Source: an optimization exercise on an open RTL-to-GDS flow (aim: small area). Production flows keep margins and buffers that such runs may drop. Where RTL was checked, it was by simulation tests only, not by an equivalence proof against the original. The RTL of runs 2 and 3 was laid out without a check of its function.

==> flow/design.v <==
module sqrt_u32 (
    input  wire        clk,
    input  wire        rst_n,
    input  wire        valid_in,
    input  wire [31:0] data_i,
    output wire        valid_out,
    output wire [15:0] data_o
);
    reg [2:0] v;
    always @(posedge clk or negedge rst_n)
        if (!rst_n) v <= 3'd0;
        else v <= {v[1:0], valid_in};
    assign valid_out = v[2];
    wire [31:0] x0_d, x0;
    wire [1:0] r1_d, r1;
    wire [0:0] q1_d, q1;
    wire [29:0] x1_d, x1;
    wire [2:0] r2_d, r2;
    wire [1:0] q2_d, q2;
    wire [27:0] x2_d, x2;
    wire [3:0] r3_d, r3;
    wire [2:0] q3_d, q3;
    wire [25:0] x3_d, x3;
    wire [4:0] r4_d, r4;
    wire [3:0] q4_d, q4;
    wire [23:0] x4_d, x4;
    wire [5:0] r5_d, r5;
    wire [4:0] q5_d, q5;
    wire [21:0] x5_d, x5;
    wire [6:0] r6_d, r6;
    wire [5:0] q6_d, q6;
    wire [19:0] x6_d, x6;
    wire [7:0] r7_d, r7;
    wire [6:0] q7_d, q7;
    wire [17:0] x7_d, x7;
    wire [8:0] r8_d, r8;
    wire [7:0] q8_d, q8;
    wire [15:0] x8_d, x8;
    wire [9:0] r9_d, r9;
    wire [8:0] q9_d, q9;
    wire [13:0] x9_d, x9;
    wire [10:0] r10_d, r10;
    wire [9:0] q10_d, q10;
    wire [11:0] x10_d, x10;
    wire [11:0] r11_d, r11;
    wire [10:0] q11_d, q11;
    wire [9:0] x11_d, x11;
    wire [12:0] r12_d, r12;
    wire [11:0] q12_d, q12;
    wire [7:0] x12_d, x12;
    wire [13:0] r13_d, r13;
    wire [12:0] q13_d, q13;
    wire [5:0] x13_d, x13;
    wire [14:0] r14_d, r14;
    wire [13:0] q14_d, q14;
    wire [3:0] x14_d, x14;
    wire [14:0] q15_d, q15;
    wire [1:0] x15_d, x15;
    wire [15:0] q16_d, q16;
    assign x0_d = data_i;
    assign x0 = x0_d;
    assign r1 = r1_d;
    assign q1 = q1_d;
    assign x1 = x1_d;
    assign r2 = r2_d;
    assign q2 = q2_d;
    assign x2 = x2_d;
    assign r3 = r3_d;
    assign q3 = q3_d;
    assign x3 = x3_d;
    assign r4 = r4_d;
    assign q4 = q4_d;
    assign x4 = x4_d;
    assign r5 = r5_d;
    assign q5 = q5_d;
    assign x5 = x5_d;
    assign r6 = r6_d;
    assign q6 = q6_d;
    assign x6 = x6_d;
    reg  [7:0] r7_q;
    reg  [6:0] q7_q;
    reg  [17:0] x7_q;
    always @(posedge clk) begin
        r7_q <= r7_d;
        q7_q <= q7_d;
        x7_q <= x7_d;
    end
    assign r7 = r7_q;
    assign q7 = q7_q;
    assign x7 = x7_q;
    assign r8 = r8_d;
    assign q8 = q8_d;
    assign x8 = x8_d;
    assign r9 = r9_d;
    assign q9 = q9_d;
    assign x9 = x9_d;
    assign r10 = r10_d;
    assign q10 = q10_d;
    assign x10 = x10_d;
    reg  [11:0] r11_q;
    reg  [10:0] q11_q;
    reg  [9:0] x11_q;
    always @(posedge clk) begin
        r11_q <= r11_d;
        q11_q <= q11_d;
        x11_q <= x11_d;
    end
    assign r11 = r11_q;
    assign q11 = q11_q;
    assign x11 = x11_q;
    assign r12 = r12_d;
    assign q12 = q12_d;
    assign x12 = x12_d;
    assign r13 = r13_d;
    assign q13 = q13_d;
    assign x13 = x13_d;
    assign r14 = r14_d;
    assign q14 = q14_d;
    assign x14 = x14_d;
    assign q15 = q15_d;
    assign x15 = x15_d;
    reg  [15:0] q16_q;
    always @(posedge clk) begin
        q16_q <= q16_d;
    end
    assign q16 = q16_q;
    wire [1:0] t0 = x0[31:30];
    wire [2:0] d0 = {1'b0, t0} - 3'd1;
    wire ge0 = ~d0[2];
    assign r1_d = ge0 ? d0[1:0] : t0[1:0];
    assign x1_d = x0[29:0];
    assign q1_d = ge0;
    wire [3:0] t1 = {r1, x1[29:28]};
    wire [4:0] c1;
    wire [3:0] d1;
    wire [3:0] n1 = {1'b1, ~q1, 2'b10};
    assign c1[0] = 1'b1;
    assign d1[0] = t1[0] ^ n1[0] ^ c1[0];
    assign c1[1] = (t1[0] & n1[0]) | (t1[0] & c1[0]) | (n1[0] & c1[0]);
    assign d1[1] = t1[1] ^ n1[1] ^ c1[1];
    assign c1[2] = (t1[1] & n1[1]) | (t1[1] & c1[1]) | (n1[1] & c1[1]);
    assign d1[2] = t1[2] ^ n1[2] ^ c1[2];
    assign c1[3] = (t1[2] & n1[2]) | (t1[2] & c1[2]) | (n1[2] & c1[2]);
    assign d1[3] = t1[3] ^ n1[3] ^ c1[3];
    assign c1[4] = (t1[3] & n1[3]) | (t1[3] & c1[3]) | (n1[3] & c1[3]);
    wire ge1 = c1[4];
    assign r2_d = ge1 ? d1[2:0] : t1[2:0];
    assign x2_d = x1[27:0];
    assign q2_d = {q1, ge1};
    wire [4:0] t2 = {r2, x2[27:26]};
    wire [5:0] c2;
    wire [4:0] d2;
    wire [4:0] n2 = {1'b1, ~q2, 2'b10};
    assign c2[0] = 1'b1;
    assign d2[0] = t2[0] ^ n2[0] ^ c2[0];
    assign c2[1] = (t2[0] & n2[0]) | (t2[0] & c2[0]) | (n2[0] & c2[0]);
    assign d2[1] = t2[1] ^ n2[1] ^ c2[1];
    assign c2[2] = (t2[1] & n2[1]) | (t2[1] & c2[1]) | (n2[1] & c2[1]);
    assign d2[2] = t2[2] ^ n2[2] ^ c2[2];
    assign c2[3] = (t2[2] & n2[2]) | (t2[2] & c2[2]) | (n2[2] & c2[2]);
    assign d2[3] = t2[3] ^ n2[3] ^ c2[3];
    assign c2[4] = (t2[3] & n2[3]) | (t2[3] & c2[3]) | (n2[3] & c2[3]);
    assign d2[4] = t2[4] ^ n2[4] ^ c2[4];
    assign c2[5] = (t2[4] & n2[4]) | (t2[4] & c2[4]) | (n2[4] & c2[4]);
    wire ge2 = c2[5];
    assign r3_d = ge2 ? d2[3:0] : t2[3:0];
    assign x3_d = x2[25:0];
    assign q3_d = {q2, ge2};
    wire [5:0] t3 = {r3, x3[25:24]};
    wire [6:0] c3;
    wire [5:0] d3;
    wire [5:0] n3 = {1'b1, ~q3, 2'b10};
    assign c3[0] = 1'b1;
    assign d3[0] = t3[0] ^ n3[0] ^ c3[0];
    assign c3[1] = (t3[0] & n3[0]) | (t3[0] & c3[0]) | (n3[0] & c3[0]);
    assign d3[1] = t3[1] ^ n3[1] ^ c3[1];
    assign c3[2] = (t3[1] & n3[1]) | (t3[1] & c3[1]) | (n3[1] & c3[1]);
    assign d3[2] = t3[2] ^ n3[2] ^ c3[2];
    assign c3[3] = (t3[2] & n3[2]) | (t3[2] & c3[2]) | (n3[2] & c3[2]);
    assign d3[3] = t3[3] ^ n3[3] ^ c3[3];
    assign c3[4] = (t3[3] & n3[3]) | (t3[3] & c3[3]) | (n3[3] & c3[3]);
    assign d3[4] = t3[4] ^ n3[4] ^ c3[4];
    assign c3[5] = (t3[4] & n3[4]) | (t3[4] & c3[4]) | (n3[4] & c3[4]);
    assign d3[5] = t3[5] ^ n3[5] ^ c3[5];
    assign c3[6] = (t3[5] & n3[5]) | (t3[5] & c3[5]) | (n3[5] & c3[5]);
    wire ge3 = c3[6];
    assign r4_d = ge3 ? d3[4:0] : t3[4:0];
    assign x4_d = x3[23:0];
    assign q4_d = {q3, ge3};
    wire [6:0] t4 = {r4, x4[23:22]};
    wire [7:0] c4;
    wire [6:0] d4;
    wire [6:0] n4 = {1'b1, ~q4, 2'b10};
    assign c4[0] = 1'b1;
    assign d4[0] = t4[0] ^ n4[0] ^ c4[0];
    assign c4[1] = (t4[0] & n4[0]) | (t4[0] & c4[0]) | (n4[0] & c4[0]);
    assign d4[1] = t4[1] ^ n4[1] ^ c4[1];
    assign c4[2] = (t4[1] & n4[1]) | (t4[1] & c4[1]) | (n4[1] & c4[1]);
    assign d4[2] = t4[2] ^ n4[2] ^ c4[2];
    assign c4[3] = (t4[2] & n4[2]) | (t4[2] & c4[2]) | (n4[2] & c4[2]);
    assign d4[3] = t4[3] ^ n4[3] ^ c4[3];
    assign c4[4] = (t4[3] & n4[3]) | (t4[3] & c4[3]) | (n4[3] & c4[3]);
    assign d4[4] = t4[4] ^ n4[4] ^ c4[4];
    assign c4[5] = (t4[4] & n4[4]) | (t4[4] & c4[4]) | (n4[4] & c4[4]);
    assign d4[5] = t4[5] ^ n4[5] ^ c4[5];
    assign c4[6] = (t4[5] & n4[5]) | (t4[5] & c4[5]) | (n4[5] & c4[5]);
    assign d4[6] = t4[6] ^ n4[6] ^ c4[6];
    assign c4[7] = (t4[6] & n4[6]) | (t4[6] & c4[6]) | (n4[6] & c4[6]);
    wire ge4 = c4[7];
    assign r5_d = ge4 ? d4[5:0] : t4[5:0];
    assign x5_d = x4[21:0];
    assign q5_d = {q4, ge4};
    wire [7:0] t5 = {r5, x5[21:20]};
    wire [8:0] c5;
    wire [7:0] d5;
    wire [7:0] n5 = {1'b1, ~q5, 2'b10};
    assign c5[0] = 1'b1;
    assign d5[0] = t5[0] ^ n5[0] ^ c5[0];
    assign c5[1] = (t5[0] & n5[0]) | (t5[0] & c5[0]) | (n5[0] & c5[0]);
    assign d5[1] = t5[1] ^ n5[1] ^ c5[1];
    assign c5[2] = (t5[1] & n5[1]) | (t5[1] & c5[1]) | (n5[1] & c5[1]);
    assign d5[2] = t5[2] ^ n5[2] ^ c5[2];
    assign c5[3] = (t5[2] & n5[2]) | (t5[2] & c5[2]) | (n5[2] & c5[2]);
    assign d5[3] = t5[3] ^ n5[3] ^ c5[3];
    assign c5[4] = (t5[3] & n5[3]) | (t5[3] & c5[3]) | (n5[3] & c5[3]);
    assign d5[4] = t5[4] ^ n5[4] ^ c5[4];
    assign c5[5] = (t5[4] & n5[4]) | (t5[4] & c5[4]) | (n5[4] & c5[4]);
    assign d5[5] = t5[5] ^ n5[5] ^ c5[5];
    assign c5[6] = (t5[5] & n5[5]) | (t5[5] & c5[5]) | (n5[5] & c5[5]);
    assign d5[6] = t5[6] ^ n5[6] ^ c5[6];
    assign c5[7] = (t5[6] & n5[6]) | (t5[6] & c5[6]) | (n5[6] & c5[6]);
    assign d5[7] = t5[7] ^ n5[7] ^ c5[7];
    assign c5[8] = (t5[7] & n5[7]) | (t5[7] & c5[7]) | (n5[7] & c5[7]);
    wire ge5 = c5[8];
    assign r6_d = ge5 ? d5[6:0] : t5[6:0];
    assign x6_d = x5[19:0];
    assign q6_d = {q5, ge5};
    wire [8:0] t6 = {r6, x6[19:18]};
    wire [9:0] c6;
    wire [8:0] d6;
    wire [8:0] n6 = {1'b1, ~q6, 2'b10};
    assign c6[0] = 1'b1;
    assign d6[0] = t6[0] ^ n6[0] ^ c6[0];
    assign c6[1] = (t6[0] & n6[0]) | (t6[0] & c6[0]) | (n6[0] & c6[0]);
    assign d6[1] = t6[1] ^ n6[1] ^ c6[1];
    assign c6[2] = (t6[1] & n6[1]) | (t6[1] & c6[1]) | (n6[1] & c6[1]);
    assign d6[2] = t6[2] ^ n6[2] ^ c6[2];
    assign c6[3] = (t6[2] & n6[2]) | (t6[2] & c6[2]) | (n6[2] & c6[2]);
    assign d6[3] = t6[3] ^ n6[3] ^ c6[3];
    assign c6[4] = (t6[3] & n6[3]) | (t6[3] & c6[3]) | (n6[3] & c6[3]);
    assign d6[4] = t6[4] ^ n6[4] ^ c6[4];
    assign c6[5] = (t6[4] & n6[4]) | (t6[4] & c6[4]) | (n6[4] & c6[4]);
    assign d6[5] = t6[5] ^ n6[5] ^ c6[5];
    assign c6[6] = (t6[5] & n6[5]) | (t6[5] & c6[5]) | (n6[5] & c6[5]);
    assign d6[6] = t6[6] ^ n6[6] ^ c6[6];
    assign c6[7] = (t6[6] & n6[6]) | (t6[6] & c6[6]) | (n6[6] & c6[6]);
    assign d6[7] = t6[7] ^ n6[7] ^ c6[7];
    assign c6[8] = (t6[7] & n6[7]) | (t6[7] & c6[7]) | (n6[7] & c6[7]);
    assign d6[8] = t6[8] ^ n6[8] ^ c6[8];
    assign c6[9] = (t6[8] & n6[8]) | (t6[8] & c6[8]) | (n6[8] & c6[8]);
    wire ge6 = c6[9];
    assign r7_d = ge6 ? d6[7:0] : t6[7:0];
    assign x7_d = x6[17:0];
    assign q7_d = {q6, ge6};
    wire [9:0] t7 = {r7, x7[17:16]};
    wire [10:0] c7;
    wire [9:0] d7;
    wire [9:0] n7 = {1'b1, ~q7, 2'b10};
    assign c7[0] = 1'b1;
    assign d7[0] = t7[0] ^ n7[0] ^ c7[0];
    assign c7[1] = (t7[0] & n7[0]) | (t7[0] & c7[0]) | (n7[0] & c7[0]);
    assign d7[1] = t7[1] ^ n7[1] ^ c7[1];
    assign c7[2] = (t7[1] & n7[1]) | (t7[1] & c7[1]) | (n7[1] & c7[1]);
    assign d7[2] = t7[2] ^ n7[2] ^ c7[2];
    assign c7[3] = (t7[2] & n7[2]) | (t7[2] & c7[2]) | (n7[2] & c7[2]);
    assign d7[3] = t7[3] ^ n7[3] ^ c7[3];
    assign c7[4] = (t7[3] & n7[3]) | (t7[3] & c7[3]) | (n7[3] & c7[3]);
    assign d7[4] = t7[4] ^ n7[4] ^ c7[4];
    assign c7[5] = (t7[4] & n7[4]) | (t7[4] & c7[4]) | (n7[4] & c7[4]);
    assign d7[5] = t7[5] ^ n7[5] ^ c7[5];
    assign c7[6] = (t7[5] & n7[5]) | (t7[5] & c7[5]) | (n7[5] & c7[5]);
    assign d7[6] = t7[6] ^ n7[6] ^ c7[6];
    assign c7[7] = (t7[6] & n7[6]) | (t7[6] & c7[6]) | (n7[6] & c7[6]);
    assign d7[7] = t7[7] ^ n7[7] ^ c7[7];
    assign c7[8] = (t7[7] & n7[7]) | (t7[7] & c7[7]) | (n7[7] & c7[7]);
    assign d7[8] = t7[8] ^ n7[8] ^ c7[8];
    assign c7[9] = (t7[8] & n7[8]) | (t7[8] & c7[8]) | (n7[8] & c7[8]);
    assign d7[9] = t7[9] ^ n7[9] ^ c7[9];
    assign c7[10] = (t7[9] & n7[9]) | (t7[9] & c7[9]) | (n7[9] & c7[9]);
    wire ge7 = c7[10];
    assign r8_d = ge7 ? d7[8:0] : t7[8:0];
    assign x8_d = x7[15:0];
    assign q8_d = {q7, ge7};
    wire [10:0] t8 = {r8, x8[15:14]};
    wire [11:0] c8;
    wire [10:0] d8;
    wire [10:0] n8 = {1'b1, ~q8, 2'b10};
    assign c8[0] = 1'b1;
    assign d8[0] = t8[0] ^ n8[0] ^ c8[0];
    assign c8[1] = (t8[0] & n8[0]) | (t8[0] & c8[0]) | (n8[0] & c8[0]);
    assign d8[1] = t8[1] ^ n8[1] ^ c8[1];
    assign c8[2] = (t8[1] & n8[1]) | (t8[1] & c8[1]) | (n8[1] & c8[1]);
    assign d8[2] = t8[2] ^ n8[2] ^ c8[2];
    assign c8[3] = (t8[2] & n8[2]) | (t8[2] & c8[2]) | (n8[2] & c8[2]);
    assign d8[3] = t8[3] ^ n8[3] ^ c8[3];
    assign c8[4] = (t8[3] & n8[3]) | (t8[3] & c8[3]) | (n8[3] & c8[3]);
    assign d8[4] = t8[4] ^ n8[4] ^ c8[4];
    assign c8[5] = (t8[4] & n8[4]) | (t8[4] & c8[4]) | (n8[4] & c8[4]);
    assign d8[5] = t8[5] ^ n8[5] ^ c8[5];
    assign c8[6] = (t8[5] & n8[5]) | (t8[5] & c8[5]) | (n8[5] & c8[5]);
    assign d8[6] = t8[6] ^ n8[6] ^ c8[6];
    assign c8[7] = (t8[6] & n8[6]) | (t8[6] & c8[6]) | (n8[6] & c8[6]);
    assign d8[7] = t8[7] ^ n8[7] ^ c8[7];
    assign c8[8] = (t8[7] & n8[7]) | (t8[7] & c8[7]) | (n8[7] & c8[7]);
    assign d8[8] = t8[8] ^ n8[8] ^ c8[8];
    assign c8[9] = (t8[8] & n8[8]) | (t8[8] & c8[8]) | (n8[8] & c8[8]);
    assign d8[9] = t8[9] ^ n8[9] ^ c8[9];
    assign c8[10] = (t8[9] & n8[9]) | (t8[9] & c8[9]) | (n8[9] & c8[9]);
    assign d8[10] = t8[10] ^ n8[10] ^ c8[10];
    assign c8[11] = (t8[10] & n8[10]) | (t8[10] & c8[10]) | (n8[10] & c8[10]);
    wire ge8 = c8[11];
    assign r9_d = ge8 ? d8[9:0] : t8[9:0];
    assign x9_d = x8[13:0];
    assign q9_d = {q8, ge8};
    wire [11:0] t9 = {r9, x9[13:12]};
    wire [12:0] c9;
    wire [11:0] d9;
    wire [11:0] n9 = {1'b1, ~q9, 2'b10};
    assign c9[0] = 1'b1;
    assign d9[0] = t9[0] ^ n9[0] ^ c9[0];
    assign c9[1] = (t9[0] & n9[0]) | (t9[0] & c9[0]) | (n9[0] & c9[0]);
    assign d9[1] = t9[1] ^ n9[1] ^ c9[1];
    assign c9[2] = (t9[1] & n9[1]) | (t9[1] & c9[1]) | (n9[1] & c9[1]);
    assign d9[2] = t9[2] ^ n9[2] ^ c9[2];
    assign c9[3] = (t9[2] & n9[2]) | (t9[2] & c9[2]) | (n9[2] & c9[2]);
    assign d9[3] = t9[3] ^ n9[3] ^ c9[3];
    assign c9[4] = (t9[3] & n9[3]) | (t9[3] & c9[3]) | (n9[3] & c9[3]);
    assign d9[4] = t9[4] ^ n9[4] ^ c9[4];
    assign c9[5] = (t9[4] & n9[4]) | (t9[4] & c9[4]) | (n9[4] & c9[4]);
    assign d9[5] = t9[5] ^ n9[5] ^ c9[5];
    assign c9[6] = (t9[5] & n9[5]) | (t9[5] & c9[5]) | (n9[5] & c9[5]);
    assign d9[6] = t9[6] ^ n9[6] ^ c9[6];
    assign c9[7] = (t9[6] & n9[6]) | (t9[6] & c9[6]) | (n9[6] & c9[6]);
    assign d9[7] = t9[7] ^ n9[7] ^ c9[7];
    assign c9[8] = (t9[7] & n9[7]) | (t9[7] & c9[7]) | (n9[7] & c9[7]);
    assign d9[8] = t9[8] ^ n9[8] ^ c9[8];
    assign c9[9] = (t9[8] & n9[8]) | (t9[8] & c9[8]) | (n9[8] & c9[8]);
    assign d9[9] = t9[9] ^ n9[9] ^ c9[9];
    assign c9[10] = (t9[9] & n9[9]) | (t9[9] & c9[9]) | (n9[9] & c9[9]);
    assign d9[10] = t9[10] ^ n9[10] ^ c9[10];
    assign c9[11] = (t9[10] & n9[10]) | (t9[10] & c9[10]) | (n9[10] & c9[10]);
    assign d9[11] = t9[11] ^ n9[11] ^ c9[11];
    assign c9[12] = (t9[11] & n9[11]) | (t9[11] & c9[11]) | (n9[11] & c9[11]);
    wire ge9 = c9[12];
    assign r10_d = ge9 ? d9[10:0] : t9[10:0];
    assign x10_d = x9[11:0];
    assign q10_d = {q9, ge9};
    wire [12:0] t10 = {r10, x10[11:10]};
    wire [13:0] c10;
    wire [12:0] d10;
    wire [12:0] n10 = {1'b1, ~q10, 2'b10};
    assign c10[0] = 1'b1;
    assign d10[0] = t10[0] ^ n10[0] ^ c10[0];
    assign c10[1] = (t10[0] & n10[0]) | (t10[0] & c10[0]) | (n10[0] & c10[0]);
    assign d10[1] = t10[1] ^ n10[1] ^ c10[1];
    assign c10[2] = (t10[1] & n10[1]) | (t10[1] & c10[1]) | (n10[1] & c10[1]);
    assign d10[2] = t10[2] ^ n10[2] ^ c10[2];
    assign c10[3] = (t10[2] & n10[2]) | (t10[2] & c10[2]) | (n10[2] & c10[2]);
    assign d10[3] = t10[3] ^ n10[3] ^ c10[3];
    assign c10[4] = (t10[3] & n10[3]) | (t10[3] & c10[3]) | (n10[3] & c10[3]);
    assign d10[4] = t10[4] ^ n10[4] ^ c10[4];
    assign c10[5] = (t10[4] & n10[4]) | (t10[4] & c10[4]) | (n10[4] & c10[4]);
    assign d10[5] = t10[5] ^ n10[5] ^ c10[5];
    assign c10[6] = (t10[5] & n10[5]) | (t10[5] & c10[5]) | (n10[5] & c10[5]);
    assign d10[6] = t10[6] ^ n10[6] ^ c10[6];
    assign c10[7] = (t10[6] & n10[6]) | (t10[6] & c10[6]) | (n10[6] & c10[6]);
    assign d10[7] = t10[7] ^ n10[7] ^ c10[7];
    assign c10[8] = (t10[7] & n10[7]) | (t10[7] & c10[7]) | (n10[7] & c10[7]);
    assign d10[8] = t10[8] ^ n10[8] ^ c10[8];
    assign c10[9] = (t10[8] & n10[8]) | (t10[8] & c10[8]) | (n10[8] & c10[8]);
    assign d10[9] = t10[9] ^ n10[9] ^ c10[9];
    assign c10[10] = (t10[9] & n10[9]) | (t10[9] & c10[9]) | (n10[9] & c10[9]);
    assign d10[10] = t10[10] ^ n10[10] ^ c10[10];
    assign c10[11] = (t10[10] & n10[10]) | (t10[10] & c10[10]) | (n10[10] & c10[10]);
    assign d10[11] = t10[11] ^ n10[11] ^ c10[11];
    assign c10[12] = (t10[11] & n10[11]) | (t10[11] & c10[11]) | (n10[11] & c10[11]);
    assign d10[12] = t10[12] ^ n10[12] ^ c10[12];
    assign c10[13] = (t10[12] & n10[12]) | (t10[12] & c10[12]) | (n10[12] & c10[12]);
    wire ge10 = c10[13];
    assign r11_d = ge10 ? d10[11:0] : t10[11:0];
    assign x11_d = x10[9:0];
    assign q11_d = {q10, ge10};
    wire [13:0] t11 = {r11, x11[9:8]};
    wire [14:0] c11;
    wire [13:0] d11;
    wire [13:0] n11 = {1'b1, ~q11, 2'b10};
    assign c11[0] = 1'b1;
    assign d11[0] = t11[0] ^ n11[0] ^ c11[0];
    assign c11[1] = (t11[0] & n11[0]) | (t11[0] & c11[0]) | (n11[0] & c11[0]);
    assign d11[1] = t11[1] ^ n11[1] ^ c11[1];
    assign c11[2] = (t11[1] & n11[1]) | (t11[1] & c11[1]) | (n11[1] & c11[1]);
    assign d11[2] = t11[2] ^ n11[2] ^ c11[2];
    assign c11[3] = (t11[2] & n11[2]) | (t11[2] & c11[2]) | (n11[2] & c11[2]);
    assign d11[3] = t11[3] ^ n11[3] ^ c11[3];
    assign c11[4] = (t11[3] & n11[3]) | (t11[3] & c11[3]) | (n11[3] & c11[3]);
    assign d11[4] = t11[4] ^ n11[4] ^ c11[4];
    assign c11[5] = (t11[4] & n11[4]) | (t11[4] & c11[4]) | (n11[4] & c11[4]);
    assign d11[5] = t11[5] ^ n11[5] ^ c11[5];
    assign c11[6] = (t11[5] & n11[5]) | (t11[5] & c11[5]) | (n11[5] & c11[5]);
    assign d11[6] = t11[6] ^ n11[6] ^ c11[6];
    assign c11[7] = (t11[6] & n11[6]) | (t11[6] & c11[6]) | (n11[6] & c11[6]);
    assign d11[7] = t11[7] ^ n11[7] ^ c11[7];
    assign c11[8] = (t11[7] & n11[7]) | (t11[7] & c11[7]) | (n11[7] & c11[7]);
    assign d11[8] = t11[8] ^ n11[8] ^ c11[8];
    assign c11[9] = (t11[8] & n11[8]) | (t11[8] & c11[8]) | (n11[8] & c11[8]);
    assign d11[9] = t11[9] ^ n11[9] ^ c11[9];
    assign c11[10] = (t11[9] & n11[9]) | (t11[9] & c11[9]) | (n11[9] & c11[9]);
    assign d11[10] = t11[10] ^ n11[10] ^ c11[10];
    assign c11[11] = (t11[10] & n11[10]) | (t11[10] & c11[10]) | (n11[10] & c11[10]);
    assign d11[11] = t11[11] ^ n11[11] ^ c11[11];
    assign c11[12] = (t11[11] & n11[11]) | (t11[11] & c11[11]) | (n11[11] & c11[11]);
    assign d11[12] = t11[12] ^ n11[12] ^ c11[12];
    assign c11[13] = (t11[12] & n11[12]) | (t11[12] & c11[12]) | (n11[12] & c11[12]);
    assign d11[13] = t11[13] ^ n11[13] ^ c11[13];
    assign c11[14] = (t11[13] & n11[13]) | (t11[13] & c11[13]) | (n11[13] & c11[13]);
    wire ge11 = c11[14];
    assign r12_d = ge11 ? d11[12:0] : t11[12:0];
    assign x12_d = x11[7:0];
    assign q12_d = {q11, ge11};
    wire [14:0] t12 = {r12, x12[7:6]};
    wire [15:0] c12;
    wire [14:0] d12;
    wire [14:0] n12 = {1'b1, ~q12, 2'b10};
    assign c12[0] = 1'b1;
    assign d12[0] = t12[0] ^ n12[0] ^ c12[0];
    assign c12[1] = (t12[0] & n12[0]) | (t12[0] & c12[0]) | (n12[0] & c12[0]);
    assign d12[1] = t12[1] ^ n12[1] ^ c12[1];
    assign c12[2] = (t12[1] & n12[1]) | (t12[1] & c12[1]) | (n12[1] & c12[1]);
    assign d12[2] = t12[2] ^ n12[2] ^ c12[2];
    assign c12[3] = (t12[2] & n12[2]) | (t12[2] & c12[2]) | (n12[2] & c12[2]);
    assign d12[3] = t12[3] ^ n12[3] ^ c12[3];
    assign c12[4] = (t12[3] & n12[3]) | (t12[3] & c12[3]) | (n12[3] & c12[3]);
    assign d12[4] = t12[4] ^ n12[4] ^ c12[4];
    assign c12[5] = (t12[4] & n12[4]) | (t12[4] & c12[4]) | (n12[4] & c12[4]);
    assign d12[5] = t12[5] ^ n12[5] ^ c12[5];
    assign c12[6] = (t12[5] & n12[5]) | (t12[5] & c12[5]) | (n12[5] & c12[5]);
    assign d12[6] = t12[6] ^ n12[6] ^ c12[6];
    assign c12[7] = (t12[6] & n12[6]) | (t12[6] & c12[6]) | (n12[6] & c12[6]);
    assign d12[7] = t12[7] ^ n12[7] ^ c12[7];
    assign c12[8] = (t12[7] & n12[7]) | (t12[7] & c12[7]) | (n12[7] & c12[7]);
    assign d12[8] = t12[8] ^ n12[8] ^ c12[8];
    assign c12[9] = (t12[8] & n12[8]) | (t12[8] & c12[8]) | (n12[8] & c12[8]);
    assign d12[9] = t12[9] ^ n12[9] ^ c12[9];
    assign c12[10] = (t12[9] & n12[9]) | (t12[9] & c12[9]) | (n12[9] & c12[9]);
    assign d12[10] = t12[10] ^ n12[10] ^ c12[10];
    assign c12[11] = (t12[10] & n12[10]) | (t12[10] & c12[10]) | (n12[10] & c12[10]);
    assign d12[11] = t12[11] ^ n12[11] ^ c12[11];
    assign c12[12] = (t12[11] & n12[11]) | (t12[11] & c12[11]) | (n12[11] & c12[11]);
    assign d12[12] = t12[12] ^ n12[12] ^ c12[12];
    assign c12[13] = (t12[12] & n12[12]) | (t12[12] & c12[12]) | (n12[12] & c12[12]);
    assign d12[13] = t12[13] ^ n12[13] ^ c12[13];
    assign c12[14] = (t12[13] & n12[13]) | (t12[13] & c12[13]) | (n12[13] & c12[13]);
    assign d12[14] = t12[14] ^ n12[14] ^ c12[14];
    assign c12[15] = (t12[14] & n12[14]) | (t12[14] & c12[14]) | (n12[14] & c12[14]);
    wire ge12 = c12[15];
    assign r13_d = ge12 ? d12[13:0] : t12[13:0];
    assign x13_d = x12[5:0];
    assign q13_d = {q12, ge12};
    wire [15:0] t13 = {r13, x13[5:4]};
    wire [16:0] c13;
    wire [15:0] d13;
    wire [15:0] n13 = {1'b1, ~q13, 2'b10};
    assign c13[0] = 1'b1;
    assign d13[0] = t13[0] ^ n13[0] ^ c13[0];
    assign c13[1] = (t13[0] & n13[0]) | (t13[0] & c13[0]) | (n13[0] & c13[0]);
    assign d13[1] = t13[1] ^ n13[1] ^ c13[1];
    assign c13[2] = (t13[1] & n13[1]) | (t13[1] & c13[1]) | (n13[1] & c13[1]);
    assign d13[2] = t13[2] ^ n13[2] ^ c13[2];
    assign c13[3] = (t13[2] & n13[2]) | (t13[2] & c13[2]) | (n13[2] & c13[2]);
    assign d13[3] = t13[3] ^ n13[3] ^ c13[3];
    assign c13[4] = (t13[3] & n13[3]) | (t13[3] & c13[3]) | (n13[3] & c13[3]);
    assign d13[4] = t13[4] ^ n13[4] ^ c13[4];
    assign c13[5] = (t13[4] & n13[4]) | (t13[4] & c13[4]) | (n13[4] & c13[4]);
    assign d13[5] = t13[5] ^ n13[5] ^ c13[5];
    assign c13[6] = (t13[5] & n13[5]) | (t13[5] & c13[5]) | (n13[5] & c13[5]);
    assign d13[6] = t13[6] ^ n13[6] ^ c13[6];
    assign c13[7] = (t13[6] & n13[6]) | (t13[6] & c13[6]) | (n13[6] & c13[6]);
    assign d13[7] = t13[7] ^ n13[7] ^ c13[7];
    assign c13[8] = (t13[7] & n13[7]) | (t13[7] & c13[7]) | (n13[7] & c13[7]);
    assign d13[8] = t13[8] ^ n13[8] ^ c13[8];
    assign c13[9] = (t13[8] & n13[8]) | (t13[8] & c13[8]) | (n13[8] & c13[8]);
    assign d13[9] = t13[9] ^ n13[9] ^ c13[9];
    assign c13[10] = (t13[9] & n13[9]) | (t13[9] & c13[9]) | (n13[9] & c13[9]);
    assign d13[10] = t13[10] ^ n13[10] ^ c13[10];
    assign c13[11] = (t13[10] & n13[10]) | (t13[10] & c13[10]) | (n13[10] & c13[10]);
    assign d13[11] = t13[11] ^ n13[11] ^ c13[11];
    assign c13[12] = (t13[11] & n13[11]) | (t13[11] & c13[11]) | (n13[11] & c13[11]);
    assign d13[12] = t13[12] ^ n13[12] ^ c13[12];
    assign c13[13] = (t13[12] & n13[12]) | (t13[12] & c13[12]) | (n13[12] & c13[12]);
    assign d13[13] = t13[13] ^ n13[13] ^ c13[13];
    assign c13[14] = (t13[13] & n13[13]) | (t13[13] & c13[13]) | (n13[13] & c13[13]);
    assign d13[14] = t13[14] ^ n13[14] ^ c13[14];
    assign c13[15] = (t13[14] & n13[14]) | (t13[14] & c13[14]) | (n13[14] & c13[14]);
    assign d13[15] = t13[15] ^ n13[15] ^ c13[15];
    assign c13[16] = (t13[15] & n13[15]) | (t13[15] & c13[15]) | (n13[15] & c13[15]);
    wire ge13 = c13[16];
    assign r14_d = ge13 ? d13[14:0] : t13[14:0];
    assign x14_d = x13[3:0];
    assign q14_d = {q13, ge13};
    wire [16:0] t14 = {r14, x14[3:2]};
    wire [17:0] c14;
    wire [16:0] d14;
    wire [16:0] n14 = {1'b1, ~q14, 2'b10};
    assign c14[0] = 1'b1;
    assign d14[0] = t14[0] ^ n14[0] ^ c14[0];
    assign c14[1] = (t14[0] & n14[0]) | (t14[0] & c14[0]) | (n14[0] & c14[0]);
    assign d14[1] = t14[1] ^ n14[1] ^ c14[1];
    assign c14[2] = (t14[1] & n14[1]) | (t14[1] & c14[1]) | (n14[1] & c14[1]);
    assign d14[2] = t14[2] ^ n14[2] ^ c14[2];
    assign c14[3] = (t14[2] & n14[2]) | (t14[2] & c14[2]) | (n14[2] & c14[2]);
    assign d14[3] = t14[3] ^ n14[3] ^ c14[3];
    assign c14[4] = (t14[3] & n14[3]) | (t14[3] & c14[3]) | (n14[3] & c14[3]);
    assign d14[4] = t14[4] ^ n14[4] ^ c14[4];
    assign c14[5] = (t14[4] & n14[4]) | (t14[4] & c14[4]) | (n14[4] & c14[4]);
    assign d14[5] = t14[5] ^ n14[5] ^ c14[5];
    assign c14[6] = (t14[5] & n14[5]) | (t14[5] & c14[5]) | (n14[5] & c14[5]);
    assign d14[6] = t14[6] ^ n14[6] ^ c14[6];
    assign c14[7] = (t14[6] & n14[6]) | (t14[6] & c14[6]) | (n14[6] & c14[6]);
    assign d14[7] = t14[7] ^ n14[7] ^ c14[7];
    assign c14[8] = (t14[7] & n14[7]) | (t14[7] & c14[7]) | (n14[7] & c14[7]);
    assign d14[8] = t14[8] ^ n14[8] ^ c14[8];
    assign c14[9] = (t14[8] & n14[8]) | (t14[8] & c14[8]) | (n14[8] & c14[8]);
    assign d14[9] = t14[9] ^ n14[9] ^ c14[9];
    assign c14[10] = (t14[9] & n14[9]) | (t14[9] & c14[9]) | (n14[9] & c14[9]);
    assign d14[10] = t14[10] ^ n14[10] ^ c14[10];
    assign c14[11] = (t14[10] & n14[10]) | (t14[10] & c14[10]) | (n14[10] & c14[10]);
    assign d14[11] = t14[11] ^ n14[11] ^ c14[11];
    assign c14[12] = (t14[11] & n14[11]) | (t14[11] & c14[11]) | (n14[11] & c14[11]);
    assign d14[12] = t14[12] ^ n14[12] ^ c14[12];
    assign c14[13] = (t14[12] & n14[12]) | (t14[12] & c14[12]) | (n14[12] & c14[12]);
    assign d14[13] = t14[13] ^ n14[13] ^ c14[13];
    assign c14[14] = (t14[13] & n14[13]) | (t14[13] & c14[13]) | (n14[13] & c14[13]);
    assign d14[14] = t14[14] ^ n14[14] ^ c14[14];
    assign c14[15] = (t14[14] & n14[14]) | (t14[14] & c14[14]) | (n14[14] & c14[14]);
    assign d14[15] = t14[15] ^ n14[15] ^ c14[15];
    assign c14[16] = (t14[15] & n14[15]) | (t14[15] & c14[15]) | (n14[15] & c14[15]);
    assign d14[16] = t14[16] ^ n14[16] ^ c14[16];
    assign c14[17] = (t14[16] & n14[16]) | (t14[16] & c14[16]) | (n14[16] & c14[16]);
    wire ge14 = c14[17];
    assign q15_d = {q14, ge14};
    wire [17:0] a1_a = {d14[15:0], x14[1:0]};
    wire [17:0] a1_n = ~({1'b0, q14, 3'b101});
    wire [18:0] a1_c;
    assign a1_c[0] = 1'b1;
    assign a1_c[1] = (a1_a[0] & a1_n[0]) | (a1_a[0] & a1_c[0]) | (a1_n[0] & a1_c[0]);
    assign a1_c[2] = (a1_a[1] & a1_n[1]) | (a1_a[1] & a1_c[1]) | (a1_n[1] & a1_c[1]);
    assign a1_c[3] = (a1_a[2] & a1_n[2]) | (a1_a[2] & a1_c[2]) | (a1_n[2] & a1_c[2]);
    assign a1_c[4] = (a1_a[3] & a1_n[3]) | (a1_a[3] & a1_c[3]) | (a1_n[3] & a1_c[3]);
    assign a1_c[5] = (a1_a[4] & a1_n[4]) | (a1_a[4] & a1_c[4]) | (a1_n[4] & a1_c[4]);
    assign a1_c[6] = (a1_a[5] & a1_n[5]) | (a1_a[5] & a1_c[5]) | (a1_n[5] & a1_c[5]);
    assign a1_c[7] = (a1_a[6] & a1_n[6]) | (a1_a[6] & a1_c[6]) | (a1_n[6] & a1_c[6]);
    assign a1_c[8] = (a1_a[7] & a1_n[7]) | (a1_a[7] & a1_c[7]) | (a1_n[7] & a1_c[7]);
    assign a1_c[9] = (a1_a[8] & a1_n[8]) | (a1_a[8] & a1_c[8]) | (a1_n[8] & a1_c[8]);
    assign a1_c[10] = (a1_a[9] & a1_n[9]) | (a1_a[9] & a1_c[9]) | (a1_n[9] & a1_c[9]);
    assign a1_c[11] = (a1_a[10] & a1_n[10]) | (a1_a[10] & a1_c[10]) | (a1_n[10] & a1_c[10]);
    assign a1_c[12] = (a1_a[11] & a1_n[11]) | (a1_a[11] & a1_c[11]) | (a1_n[11] & a1_c[11]);
    assign a1_c[13] = (a1_a[12] & a1_n[12]) | (a1_a[12] & a1_c[12]) | (a1_n[12] & a1_c[12]);
    assign a1_c[14] = (a1_a[13] & a1_n[13]) | (a1_a[13] & a1_c[13]) | (a1_n[13] & a1_c[13]);
    assign a1_c[15] = (a1_a[14] & a1_n[14]) | (a1_a[14] & a1_c[14]) | (a1_n[14] & a1_c[14]);
    assign a1_c[16] = (a1_a[15] & a1_n[15]) | (a1_a[15] & a1_c[15]) | (a1_n[15] & a1_c[15]);
    assign a1_c[17] = (a1_a[16] & a1_n[16]) | (a1_a[16] & a1_c[16]) | (a1_n[16] & a1_c[16]);
    assign a1_c[18] = (a1_a[17] & a1_n[17]) | (a1_a[17] & a1_c[17]) | (a1_n[17] & a1_c[17]);
    wire a1 = a1_c[18];
    wire [17:0] a0_a = {t14[15:0], x14[1:0]};
    wire [17:0] a0_n = ~({1'b0, q14, 3'b001});
    wire [18:0] a0_c;
    assign a0_c[0] = 1'b1;
    assign a0_c[1] = (a0_a[0] & a0_n[0]) | (a0_a[0] & a0_c[0]) | (a0_n[0] & a0_c[0]);
    assign a0_c[2] = (a0_a[1] & a0_n[1]) | (a0_a[1] & a0_c[1]) | (a0_n[1] & a0_c[1]);
    assign a0_c[3] = (a0_a[2] & a0_n[2]) | (a0_a[2] & a0_c[2]) | (a0_n[2] & a0_c[2]);
    assign a0_c[4] = (a0_a[3] & a0_n[3]) | (a0_a[3] & a0_c[3]) | (a0_n[3] & a0_c[3]);
    assign a0_c[5] = (a0_a[4] & a0_n[4]) | (a0_a[4] & a0_c[4]) | (a0_n[4] & a0_c[4]);
    assign a0_c[6] = (a0_a[5] & a0_n[5]) | (a0_a[5] & a0_c[5]) | (a0_n[5] & a0_c[5]);
    assign a0_c[7] = (a0_a[6] & a0_n[6]) | (a0_a[6] & a0_c[6]) | (a0_n[6] & a0_c[6]);
    assign a0_c[8] = (a0_a[7] & a0_n[7]) | (a0_a[7] & a0_c[7]) | (a0_n[7] & a0_c[7]);
    assign a0_c[9] = (a0_a[8] & a0_n[8]) | (a0_a[8] & a0_c[8]) | (a0_n[8] & a0_c[8]);
    assign a0_c[10] = (a0_a[9] & a0_n[9]) | (a0_a[9] & a0_c[9]) | (a0_n[9] & a0_c[9]);
    assign a0_c[11] = (a0_a[10] & a0_n[10]) | (a0_a[10] & a0_c[10]) | (a0_n[10] & a0_c[10]);
    assign a0_c[12] = (a0_a[11] & a0_n[11]) | (a0_a[11] & a0_c[11]) | (a0_n[11] & a0_c[11]);
    assign a0_c[13] = (a0_a[12] & a0_n[12]) | (a0_a[12] & a0_c[12]) | (a0_n[12] & a0_c[12]);
    assign a0_c[14] = (a0_a[13] & a0_n[13]) | (a0_a[13] & a0_c[13]) | (a0_n[13] & a0_c[13]);
    assign a0_c[15] = (a0_a[14] & a0_n[14]) | (a0_a[14] & a0_c[14]) | (a0_n[14] & a0_c[14]);
    assign a0_c[16] = (a0_a[15] & a0_n[15]) | (a0_a[15] & a0_c[15]) | (a0_n[15] & a0_c[15]);
    assign a0_c[17] = (a0_a[16] & a0_n[16]) | (a0_a[16] & a0_c[16]) | (a0_n[16] & a0_c[16]);
    assign a0_c[18] = (a0_a[17] & a0_n[17]) | (a0_a[17] & a0_c[17]) | (a0_n[17] & a0_c[17]);
    wire a0 = a0_c[18];
    wire ge15 = ge14 ? a1 : a0;
    assign q16_d = {q15, ge15};
    assign data_o = q16;
endmodule
==> flow/flow/run.sh <==
#!/bin/bash
# Standard layout (standard.sh) with its own logic mapping:
# - synthesis skips Yosys's full-adder extraction (ADDER_MAP_FILE empty), so ABC maps the
#   carry chains itself;
# - ABC runs flow/area.abc instead of ORFS's script. Everything else in synthesis (registers,
#   flattening, renaming) is the standard synthesis script, patched only at the abc call.
# - input and output ports get the smallest buffer (buf_1).
export BUFFER_PORTS_ARGS="-buffer_cell sky130_fd_sc_hd__buf_1"
# - clock tree without dummy loads.
export CTS_ARGS="-sink_clustering_enable -repair_clock_nets -buf_list sky130_fd_sc_hd__clkbuf_8 -dont_use_dummy_load"
# - after global routing, downsize gates off the critical paths (ORFS power recovery).
export RECOVER_POWER=100
set -euo pipefail
here=$(pwd)
sed 's|^\(\s*\)log_cmd abc {\*}$abc_args|\1log_cmd abc {*}[lreplace $abc_args 1 1 $::env(MY_ABC_SCRIPT)]|' \
  "$FLOW_HOME/scripts/synth.tcl" > "$here/synth_abc.tcl"
grep -q 'MY_ABC_SCRIPT' "$here/synth_abc.tcl"
sed "s|\$::env(SCRIPTS_DIR)/synth.tcl|$here/synth_abc.tcl|" synth_recipe.tcl > "$here/synth_recipe_abc.tcl"
grep -q synth_abc.tcl "$here/synth_recipe_abc.tcl"
sed "s|SYNTH_SCRIPT=[^ ]*|SYNTH_SCRIPT=$here/synth_recipe_abc.tcl|" standard.sh > "$here/standard_abc.sh"
export ADDER_MAP_FILE=
export MY_ABC_SCRIPT="$here/flow/area.abc"
bash "$here/standard_abc.sh" > standard.log 2>&1
==> flow/flow/area.abc <==
strash
dch
map -B 0.9
topo
stime -c
buffer -c
dnsize -c
==> flow/standard.sh <==
#!/bin/bash
# synth_recipe.tcl (not shown) runs the flow's synth.tcl, then flattens the netlist and writes it again
# the make line also repeats each setting of config.mk as NAME=value (left out here)
make -C /OpenROAD-flow-scripts/flow DESIGN_CONFIG=/design/flow/config.mk WORK_HOME=/design/flow/orfs CLKGATE_MAP_FILE= SYNTH_SCRIPT=/design/flow/synth_recipe.tcl "${@:-finish}"
==> flow/config.mk <==
export PLATFORM = sky130hd
export DESIGN_NAME = sqrt_u32
export DESIGN_NICKNAME = sqrt_u32
export VERILOG_FILES = /design/flow/design.v
export SDC_FILE = /design/flow/constraint.sdc
export NUM_CORES = 4
export LEC_CHECK = 0
export ABC_AREA = 1
export CAP_MARGIN = 20
export CORE_MARGIN = 2
export CORE_UTILIZATION = 55
export CTS_BUF_LIST = sky130_fd_sc_hd__clkbuf_8
export GPL_TIMING_DRIVEN = 0
export PLACE_DENSITY = 0.65
export SETUP_SLACK_MARGIN = -0.4
export SLEW_MARGIN = 20
==> flow/constraint.sdc <==
create_clock -name core_clock -period 9.0 [get_ports {clk}]
set_input_delay 1.8000 -clock core_clock [delete_from_list [all_inputs] [get_ports {clk}]]
set_output_delay 1.8000 -clock core_clock [all_outputs]
set_load 0.01 [all_outputs]
==> run notes, run 1 <==
- Status: finished clean
- Die height: ~110 um
- Synth cell types: 27
- Syn_nets: 1212
- Die X: 114.4 um
- Syn avg cell area: 5.690 um^2
- Cell family with most CP delay: simple AND/OR/NAND/NOR gates
- Worst-margin pin slew: about 0.83 ns
- Syn Inst Count: 1177
- ANT cells: 0
- Commonest non-fill, non-tap cell in the layout: nand2_1
- CP Class: register to register
- Final instance area: 0.007425 mm^2
- Die area: between 0.01 and 0.015 mm^2
- Placed standard-cell area: ~0.0071 mm^2
- Ys async rst share: 3.529%
- Crit path buf inv count: 4
- DR iter-0 viols: 274
- Total number of vias: 6856
- Vias per cell: between 4 and 5
- Initial antenna violation count: 0
- # setup viols final: 0
- Seq/Total Area, Yosys: 25.63%
- Max-cap viol count: 0
- Vias in the first global route: between 5000 and 6000
- Area Overhead vs Synth: 10.85%
- Crit path capture type: register
- Slew headroom: 43.96%
- Layout net count: 1283
- Ports: 52
- Critical Path Source Type: register
- Largest net degree at the start of global routing: 16
- Worst Hold Class: register to register
- I/O Buffers: 51
- Filler cells: 1229
- Clock Path Buffers: 2
- Crit path largest cell delay: 0.40 ns
- # H-tree levels: 3
- GRT overflow: 0
- R2R setup slack: 0.59 ns
- Final Critical Period: 8.413 ns
- CTS Root Cell: clkbuf_8
- Final Max Tran Viols: 0
- Prevailing post-synth register cell: dfxtp_1
- First-pass GRT wire length: 25400 um
- Fin cells: about 1400
- Worst EP required: 9.25 ns
- CTS buffer count: 9
- Dpl cells: ~1400
- Worst-path fanout max: 10
- Initial Utilization: between 50 and 60%
- DRT Pass-1 Iters: 5
- DR WL/cell: 11.03 um
- DRC: 0
- Ys Warns: 1
- Clk_skew: 0.02145 ns
- Final hold violation count: 0
- GRT Total Usage: 24.08%
- #FFs+latches synth: 85
- Final Util: between 60% and 70%
- Final ANT Viol Nets: 0
- CTS tree: yes
- FMAX: around 120 MHz
- Syn Std Cell Area: between 0.006 and 0.007 mm^2
- Final Wtd Congestion: 0.8625
- Num rows: 40
- Most frequent cells in the layout: nand2_1 (541), inv_1 (120), dfxtp_1 (80)
- Reg area: 0.001722 mm^2
- CP dominant cell by count: nand2_1
- Multi-input gate area: 0.004576 mm^2
- Tcrit/Tclk final: 93.48%
- Critical path's slowest cell: dfxtp_4
- Detailed Place HPWL: 12190 um
- RSZ-0062 raised after global routing: yes
- Detailed Route WL: 15370 um
- Core region area: about 0.012 mm^2
- Share of cells above drive strength 1: 7.624%
- Post-synth EDFFs: 0
- Clock sinks: 85
- Clock Latency Late Sink: 0.37 ns
- Crit path arrival time: roughly 8.7 ns
- Clk slew on worst S/H paths: 0.08 ns
layer usage:
metal	part of all wire [%]	track usage, %
met1	46	28.57
met2	49	44.33
met3	2.6	4.923
met4	1.8	5.854
met5	0	0
registers in the layout, summed over array words and instances, names as in the netlist:
register	flops
q7_q	7
v	3
q16_q	16
x7_q	18
r11_q	12
q11_q	11
x11_q	10
r7_q	8
cells in the mapped netlist (all sizes together) (2+ instances only):
cell type,instances,share of area [%]
o21ai,82,6.1
clkinv,2,0.11
mux2i,2,0.30
buf,4,0.32
or2,27,2.5
a21oi,17,1.3
nand4,3,0.28
nand3b,6,0.67
inv,123,6.9
o22ai,9,0.84
o21bai,2,0.22
clkbuf,12,0.67
nand2,574,32
nand3,77,5.8
o211ai,2,0.22
dfrtp,3,1.1
nor2,48,2.7
maj3,2,0.30
dfxtp,82,25
xnor2,47,6.1
xor2,49,6.4
logic make-up (layout without fill, tap and decap cells):
kind of cell	after synthesis	count (layout)	synth area share, %
simple gates	736	737	44.16
buf+inv	141	209	7.995
xor+xnor	96	96	12.55
fa+ha+maj	2	2	0.2989
flops	85	85	25.63
compound gates	115	115	9.060
mux	2	2	0.2989
repair_timing:
item                                   4_1_cts  5_1_grt
resized for setup                            8       54
setup buffers                                0       10
endpoints found under the hold margin        0        0
hold buffers                                 0        0
gates cloned                                 0        1
pin swaps                                    0        9
setup endpoints to repair                    2       13
worst paths after layout:
kind / cells after the start / end / from
max: 99 / q16_q[0]$_DFF_P_ / q11_q[0]$_DFF_P_
min: 0 / x11_q[2]$_DFF_P_ / x7_q[2]$_DFF_P_
max reg2reg: 99 / q16_q[0]$_DFF_P_ / q11_q[0]$_DFF_P_
min reg2reg: 0 / x11_q[2]$_DFF_P_ / x7_q[2]$_DFF_P_
max in group asynchronous: 1 / v[1]$_DFF_PN0_ / rst_n
min in group asynchronous: 1 / v[0]$_DFF_PN0_ / rst_n
stage by stage:
stage | setup TNS, ns | worst slack, ns | hold WS, ns
floorplan | 0 | 1.186 | 0.3096
global placement | -0.9252 | -0.5313 | 0.3110
detailed placement | -1.237 | -0.6833 | 0.3132
CTS | -0.5669 | -0.3478 | 0.3218
global route | -6.325 | -0.5050 | 0.3173
finish | 0 | 0.5872 | 0.3107
cell type report:
cell class	count	area share [%]
buffer	14	0.9606
tap	147	2.477
sequential	85	23.19
timing repair buffer	61	3.589
inverter	125	6.488
multi-input combinational	952	61.63
clock buffer	9	1.668
==> run 2: changes to the inputs <==
--- a/flow/design.v
+++ b/flow/design.v
@@ -99,16 +99,16 @@
     assign x10 = x10_d;
-    reg  [11:0] r11_q;
-    reg  [10:0] q11_q;
-    reg  [9:0] x11_q;
+    assign r11 = r11_d;
+    assign q11 = q11_d;
+    assign x11 = x11_d;
+    reg  [12:0] r12_q;
+    reg  [11:0] q12_q;
+    reg  [7:0] x12_q;
     always @(posedge clk) begin
-        r11_q <= r11_d;
-        q11_q <= q11_d;
-        x11_q <= x11_d;
+        r12_q <= r12_d;
+        q12_q <= q12_d;
+        x12_q <= x12_d;
     end
-    assign r11 = r11_q;
-    assign q11 = q11_q;
-    assign x11 = x11_q;
-    assign r12 = r12_d;
-    assign q12 = q12_d;
-    assign x12 = x12_d;
+    assign r12 = r12_q;
+    assign q12 = q12_q;
+    assign x12 = x12_q;
     assign r13 = r13_d;
--- a/flow/flow/run.sh
+++ b/flow/flow/run.sh
@@ -6,8 +6,3 @@
 #   flattening, renaming) is the standard synthesis script, patched only at the abc call.
-# - input and output ports get the smallest buffer (buf_1).
 export BUFFER_PORTS_ARGS="-buffer_cell sky130_fd_sc_hd__buf_1"
-# - clock tree without dummy loads.
-export CTS_ARGS="-sink_clustering_enable -repair_clock_nets -buf_list sky130_fd_sc_hd__clkbuf_8 -dont_use_dummy_load"
-# - after global routing, downsize gates off the critical paths (ORFS power recovery).
-export RECOVER_POWER=100
 set -euo pipefail
==> flow/flow/area.abc (replaced) <==
strash
dc2
dch -f
map -a
topo
stime -c
buffer -c
upsize -c
dnsize -c
--- a/flow/config.mk
+++ b/flow/config.mk
@@ -11,6 +11,3 @@
 export CORE_UTILIZATION = 55
-export CTS_BUF_LIST = sky130_fd_sc_hd__clkbuf_8
-export GPL_TIMING_DRIVEN = 0
 export PLACE_DENSITY = 0.65
-export SETUP_SLACK_MARGIN = -0.4
 export SLEW_MARGIN = 20
==> run 2 against run 1 <==
Now fails the layout checks on negative setup slack. Die area rose by 0.61%. Critical path depth shrank 3. Utilization increased by 5.3 points. Synthesized area up 0.64%. Count of clock-buffer cells in the layout rose by 3. Register-to-register slack worse by 0.59 ns.
==> run notes, run 2 <==
- GRT Total Usage: 22.81%
- Largest net degree at the start of global routing: 31
- Post-synth EDFFs: 0
- CTS Root Cell: clkbuf_16
- Crit path arrival time: 9.24 ns
- Clock Latency Late Sink: 0.35 ns
- Clock Path Buffers: 2
- Crit path capture type: register
- # H-tree levels: 3
- Clock sinks: 85
- Final ANT Viol Nets: 0
- Die X: roughly 110 um
- Setup ws final: -0.002097 ns
- First-pass GRT wire length: 24320 um
- Commonest non-fill, non-tap cell in the layout: nand2_1
- Biggest regs: x7_q x18, q16_q x16, r12_q x13
- DR iter-0 viols: 285
- GRT overflow: 0
- #FFs+latches synth: 85
- Status: finished with violations
- CTS Hold Bufs: 0
- Commonest cells in the netlist: nand2_1 (331), inv_1 (109), nor2_1 (108)
- Top cell type's share of synthesized area: 24.35%
- CP dominant cell by count: nand2_2
- Syn avg cell area: 6.347 um^2
- Final Max Tran Viols: 0
- Cell taking the most area after synthesis: dfxtp_1
- Vias per cell: 4.874
- Final Util: 67.39%
- Syn Std Cell Area: 0.006740 mm^2
- Reg2reg end: r12_q[1]$_DFF_P_
- Core region area: 0.01201 mm^2
- Die area: 0.01316 mm^2
- Worst Reg-to-Reg Cells: 96
- Most frequent cell after synthesis: nand2_1
- Ys async rst share: 3.529%
- DRC: 0
- Synth cell types: 55
- Crit path largest cell delay: 0.37 ns
- I/O Buffers: between 50 and 60
- Reg2reg start: q7_q[0]$_DFF_P_
- Critical path's slowest cell: dfxtp_4
- CTS tree: yes
- Hold wc startpoint: x7_q[6]$_DFF_P_
- Ys Warns: 1
- Seq/Total Area, Yosys: 25.47%
- Top cells by area, synth: dfxtp_1 (24%), nand2_1 (18%), xor2_1 (7.7%), inv_1 (6.1%), nor2_1 (6.0%)
- Initial Utilization: a little under three fifths
- Final Critical Period: 9.002 ns
- Num rows: 40
- Vias in the first global route: 5552
- # setup viols final: 2
- Most frequent cells in the layout: nand2_1 (315), inv_1 (109), nor2_1 (93)
- Syn_nets: around 1100
- Layout net count: 1213
- Hold worst-path end: x12_q[6]$_DFF_P_
- R2R setup slack: -0.002 ns
- Initial antenna violation count: 0
- ANT cells: 0
- Worst-margin pin slew: 0.5190 ns
- Layout Check Fails: negative setup slack
- RSZ-0062 raised after global routing: yes
- CP Class: register to register
- Clk_skew: 0.007208 ns
- Hold path depth: 0
- Worst EP required: a little over 9 ns
- DRT Pass-1 Iters: 4
- Max FFs per register: 18
- CTS buffer count: 9
- Clk slew on worst S/H paths: 0.06 ns
- Final hold violation count: 0
- DR WL/cell: between 10 and 15 um
- Die height: roughly 110 um
- Share of cells above drive strength 1: 21.05%
- Final Wtd Congestion: 0.8371
- Detailed Place HPWL: 11280 um
- Area Overhead vs Synth: 20.09%
- FMAX: approximately 110 MHz
- Max-cap viol count: 0
- Critical Path Source Type: register
- Biggest register: x7_q
- Slew headroom: 65.40%
- Total number of vias: 6483
- Syn Inst Count: 1062
- Prevailing post-synth register cell: dfxtp_1
- Detailed Route WL: 14840 um
- Worst Hold Class: register to register
- Worst-path fanout max: 8
- Tcrit/Tclk final: 100.0%
- Ports: 52
## run 2: area by class of cell
| cell class | instances | area, um^2 |
|---|---|---|
| Tap cell | 147 | 183.9 |
| Timing Repair Buffer | 118 | 718.2 |
| Clock inverter | 4 | 31.28 |
| Inverter | 119 | 475.5 |
| Multi-Input combinational cell | 845 | 4711 |
| Sequential cell | 85 | 1728 |
| Fill cell | 1126 | 3918 |
| Clock buffer | 12 | 246.5 |
## run 2: logic make-up after synthesis
family	Yosys count	synth area share, %
buf+inv	132	8.168
xor+xnor	104	13.51
flops	85	25.47
simple gates	552	35.60
compound gates	186	16.78
fa+ha+maj	3	0.4641
## run 2: through the flow
stage	setup WS [ns]	hold WS (ns)	setup TNS, ns	std cells	instance area [um^2]
2_1_floorplan	0.9725	0.3096	0	1062	6740
3_3_place_gp	0.02428	0.3130	0	1266	7174
3_5_place_dp	-0.03872	0.3121	-0.1043	1266	7174
4_1_cts	0.01184	0.3252	0	1284	7476
5_1_grt	-0.8362	0.3262	-10.33	1330	8094
6_report	-0.002097	0.3244	-0.003460	1330	8094
## run 2: critical path: cells and delay by family (launching register included)
| family | cells | cell delay (ns) |
|---|---|---|
| buf+inv | 8 | 0.63 |
| flops | 1 | 0.37 |
| simple gates | 72 | 5.40 |
| compound gates | 12 | 1.55 |
| xor+xnor | 3 | 0.52 |
| fa+ha+maj | 1 | 0.34 |
## run 2: worst max-delay path by stage
stage	startpoint	to	slack [ns]	cells after the start
4_1_cts	q7_q[1]$_DFF_P_	r12_q[2]$_DFF_P_	0.01	91
5_1_grt	r7_q[0]$_DFF_P_	r12_q[2]$_DFF_P_	-0.84	92
6_report	q7_q[0]$_DFF_P_	r12_q[1]$_DFF_P_	-0.002	96
3_5_place_dp	q7_q[0]$_DFF_P_	r12_q[6]$_DFF_P_	-0.04	93
3_3_place_gp	q7_q[0]$_DFF_P_	r12_q[6]$_DFF_P_	0.02	92
2_1_floorplan	q7_q[0]$_DFF_P_	r12_q[2]$_DFF_P_	0.97	93
## run 2: repair_timing
action,CTS,global route
setup endpoints to repair,6,22
resized for setup,2,85
setup buffers,2,46
pin swaps,0,47
## run 2: per-layer routing
metal / vias to the layer above / routed length [um] / global-route usage, %
met5: - / 0 / 0
met4: 0 / 97 / 4.418
met3: 8 / 397 / 5.082
met2: 63 / 7495 / 40.43
met1: 2835 / 6852 / 28.61
li1: 3577 / - / -
==> run 3: changes to the inputs <==
--- a/flow/config.mk
+++ b/flow/config.mk
@@ -10,4 +10,4 @@
 export CORE_MARGIN = 2
-export CORE_UTILIZATION = 55
-export PLACE_DENSITY = 0.65
+export CORE_UTILIZATION = 70
+export PLACE_DENSITY = 0.8
 export SLEW_MARGIN = 20
==> run 3 against run 2 <==
Still fails the layout checks on negative setup slack. Utilization grew 19 points. Non-clock buffer count is 10 lower. Die area is 21% lower. Fmax decreased by 6.3%. Final area fell by 1.4%. Highest routed layer unchanged.
==> run notes, run 3 <==
- Crit path arrival time: 9.92 ns
- Reg2reg start: q7_q[0]$_DFF_P_
- Share of cells above drive strength 1: 20.70%
- Commonest cells in the netlist: nand2_1 (331), inv_1 (109), nor2_1 (108)
- Ports: 52
- Pre-CTS setup slack: -0.05927 ns
- Ys async rst share: 3.529%
- Max FFs per register: 18
- Syn avg cell area: 6.347 um^2
- Crit path capture type: register
- Most frequent cell after synthesis: nand2_1
- Layout Check Fails: negative setup slack
- Post-synth EDFFs: 0
- Most frequent cells in the layout: nand2_1 (315), inv_1 (107), nor2_1 (93)
- Top cell type's share of synthesized area: approximately 24%
- Vias in the first global route: approximately 5600
- Clock sinks: 85
- Clock Latency Late Sink: 0.39 ns
- DR iter-0 viols: 455
- Biggest regs: x7_q x18, q16_q x16, r12_q x13
- Hold wc startpoint: x7_q[4]$_DFF_P_
- Syn_nets: approximately 1100
- Clk slew on worst S/H paths: 0.10 ns
- Fin cells: 1303
- Final ANT Viol Nets: 0
- Worst EP required: 9.32 ns
- Hold_ws: about 0.33 ns
- Setup_tns: -6.590 ns
- Synth cell types: 55
- Tcrit/Tclk final: 106.7%
- Final Util: 85.93%
- Syn Std Cell Area: 0.006740 mm^2
- CP Class: register to register
- GRT Total Usage: 27.73%
- Slew headroom: 37.23%
- Vias per cell: 5.511
- Final Wtd Congestion: 0.9309
- Setup ws final: -0.6059 ns
- Reg area: between 0.0015 and 0.002 mm^2
- Critical path origin: q7_q[0]$_DFF_P_
- Seq/Total Area, Yosys: 25.47%
- I/O Buffers: 51
- Num rows: 35
- CP dominant cell by count: nand2_2
- Commonest non-fill, non-tap cell in the layout: nand2_1
- Biggest register: x7_q
- Syn Inst Count: 1062
- Dpl cells: 1243
- Worst-path fanout max: 7
- DR WL/cell: about 14 um
- Worst Hold Class: register to register
- Cell taking the most area after synthesis: dfxtp_1
- Area Overhead vs Synth: 18.36%
- Status: finished with violations
- Largest net degree at the start of global routing: 31
- # setup viols final: 14
- Critical Path Source Type: register
- Die area: 0.01043 mm^2
- Detailed Place HPWL: 10980 um
- CTS buffer count: 9
- Critical path's slowest cell: dfxtp_4
- Top cells by area, synth: dfxtp_1 (24%), nand2_1 (18%), xor2_1 (7.7%), inv_1 (6.1%), nor2_1 (6.0%)
- Worst-margin pin slew: around 0.94 ns
- Clk_skew: 0.01491 ns
- Final Max Tran Viols: 0
- Crit path largest cell delay: 0.40 ns
- #FFs+latches synth: 85
- DRC: 0
- CTS tree: yes
- First-pass GRT wire length: approximately 23000 um
- Final hold violation count: 0
- Die X: between 100 and 150 um
- FMAX: 104.1 MHz
- Layout net count: between 1000 and 1500
- Ys Warns: 1
- Max-cap viol count: 0
- Final Critical Period: 9.606 ns
- Filler cells: 572
- Multi-input gate area: approximately 0.0048 mm^2
- Core region area: 0.009284 mm^2
- Die height: 102.1 um
- GRT overflow: 0
- # H-tree levels: 3
- ANT cells: 0
- Initial antenna violation count: 0
- Total number of vias: 7181
- RSZ-0062 raised after global routing: yes
- CTS Root Cell: clkbuf_8
- Detailed Route WL: 17990 um
- Initial Utilization: 72.60%
- Crit path buf inv count: 8
- Prevailing post-synth register cell: dfxtp_1
- DRT Pass-1 Iters: 5
- Cell family with most CP delay: simple AND/OR/NAND/NOR gates
- Clock Path Buffers: 2
-- run 3: cell counts after synthesis --
No cell type changed its count.
-- run 3: final timing paths --
path | to | slack, ns | depth (start not counted)
min in group asynchronous | v[2]$_DFF_PN0_ | 1.21 | 1
setup / recovery | r12_q[2]$_DFF_P_ | -0.61 | 95
hold / removal | x12_q[4]$_DFF_P_ | 0.33 | 0
max in group asynchronous | v[0]$_DFF_PN0_ | 7.62 | 1
setup reg to reg | r12_q[2]$_DFF_P_ | -0.61 | 95
hold reg to reg | x12_q[4]$_DFF_P_ | 0.33 | 0
-- run 3: through the flow --
stage          instance area, um^2
5_1_grt                       7978
6_report                      7978
3_3_place_gp                  7102
4_1_cts                       7313
3_5_place_dp                  7102
2_1_floorplan                 6740
-- run 3: logic make-up after synthesis --
group                      Yosys count  share of synthesized area (%)
and+or+nand+nor                    552                          35.60
AOI/OAI and AO/OA                  186                          16.78
DFF                                 85                          25.47
xor gates and xnor gates           104                          13.51
adders and majority gates            3                         0.4641
buffers and inverters              132                          8.168
-- run 3: layer usage --
layer / up-vias / global-route usage [%] / part of all wire, %
li1: 3570 / - / -
met3: 96 / 4.104 / 6.0
met1: 3216 / 33.46 / 40
met4: 0 / 10.67 / 5.0
met2: 299 / 49.70 / 49
met5: - / 0 / 0
-- run 3: final cells by class --
type                            instances  area share (%)
Multi-Input combinational cell        846           60.02
Clock inverter                          6          0.6744
Inverter                              119           5.944
Tap cell                              129           2.023
Timing Repair Buffer                  108           8.124
Sequential cell                        85           21.61
Clock buffer                           10           1.600
-- run 3: what timing repair did --
action	in CTS	in global routing
pin swaps	0	41
endpoints found under the setup margin	12	24
resized for setup	4	95
setup buffers	1	43
gates cloned	0	1
hold buffers	0	0

## what the ideal ports hide
Ports are ideal in the flow. The routed layouts listed here were re-timed in OpenROAD.
Step 1 (the two cells are an assumption about what drives the block):
set clk [get_ports {clk}]
set_driving_cell -lib_cell sky130_fd_sc_hd__clkbuf_16 $clk
set_driving_cell -lib_cell sky130_fd_sc_hd__buf_2 [delete_from_list [all_inputs] $clk]
Step 2 times the ports against the registers' clock, not the clock port: input delays grow and output delays shrink by t, the midpoint of the rising clock arrivals with the driver on.
Three values: no drivers, after step 1, after step 2; two values: the first two.
| run | shift t [ns] | slack for setup (ns) | worst hold slack (ns) |
|---|---|---|---|
| run 1 | 0.401 | 0.587 / 0.587 / 0.241 | 0.311 / 0.311 / 0.311 |
| run 2 | 0.389 | -0.002 / -0.002 / -0.002 | 0.324 / 0.324 / 0.324 |
| run 3 | 0.418 | -0.606 / -0.606 / -0.606 | 0.334 / 0.334 / 0.334 |
The setup slack of run 1, which loses most, moves by 0.000 ns with the drivers and by -0.346 ns with both steps.
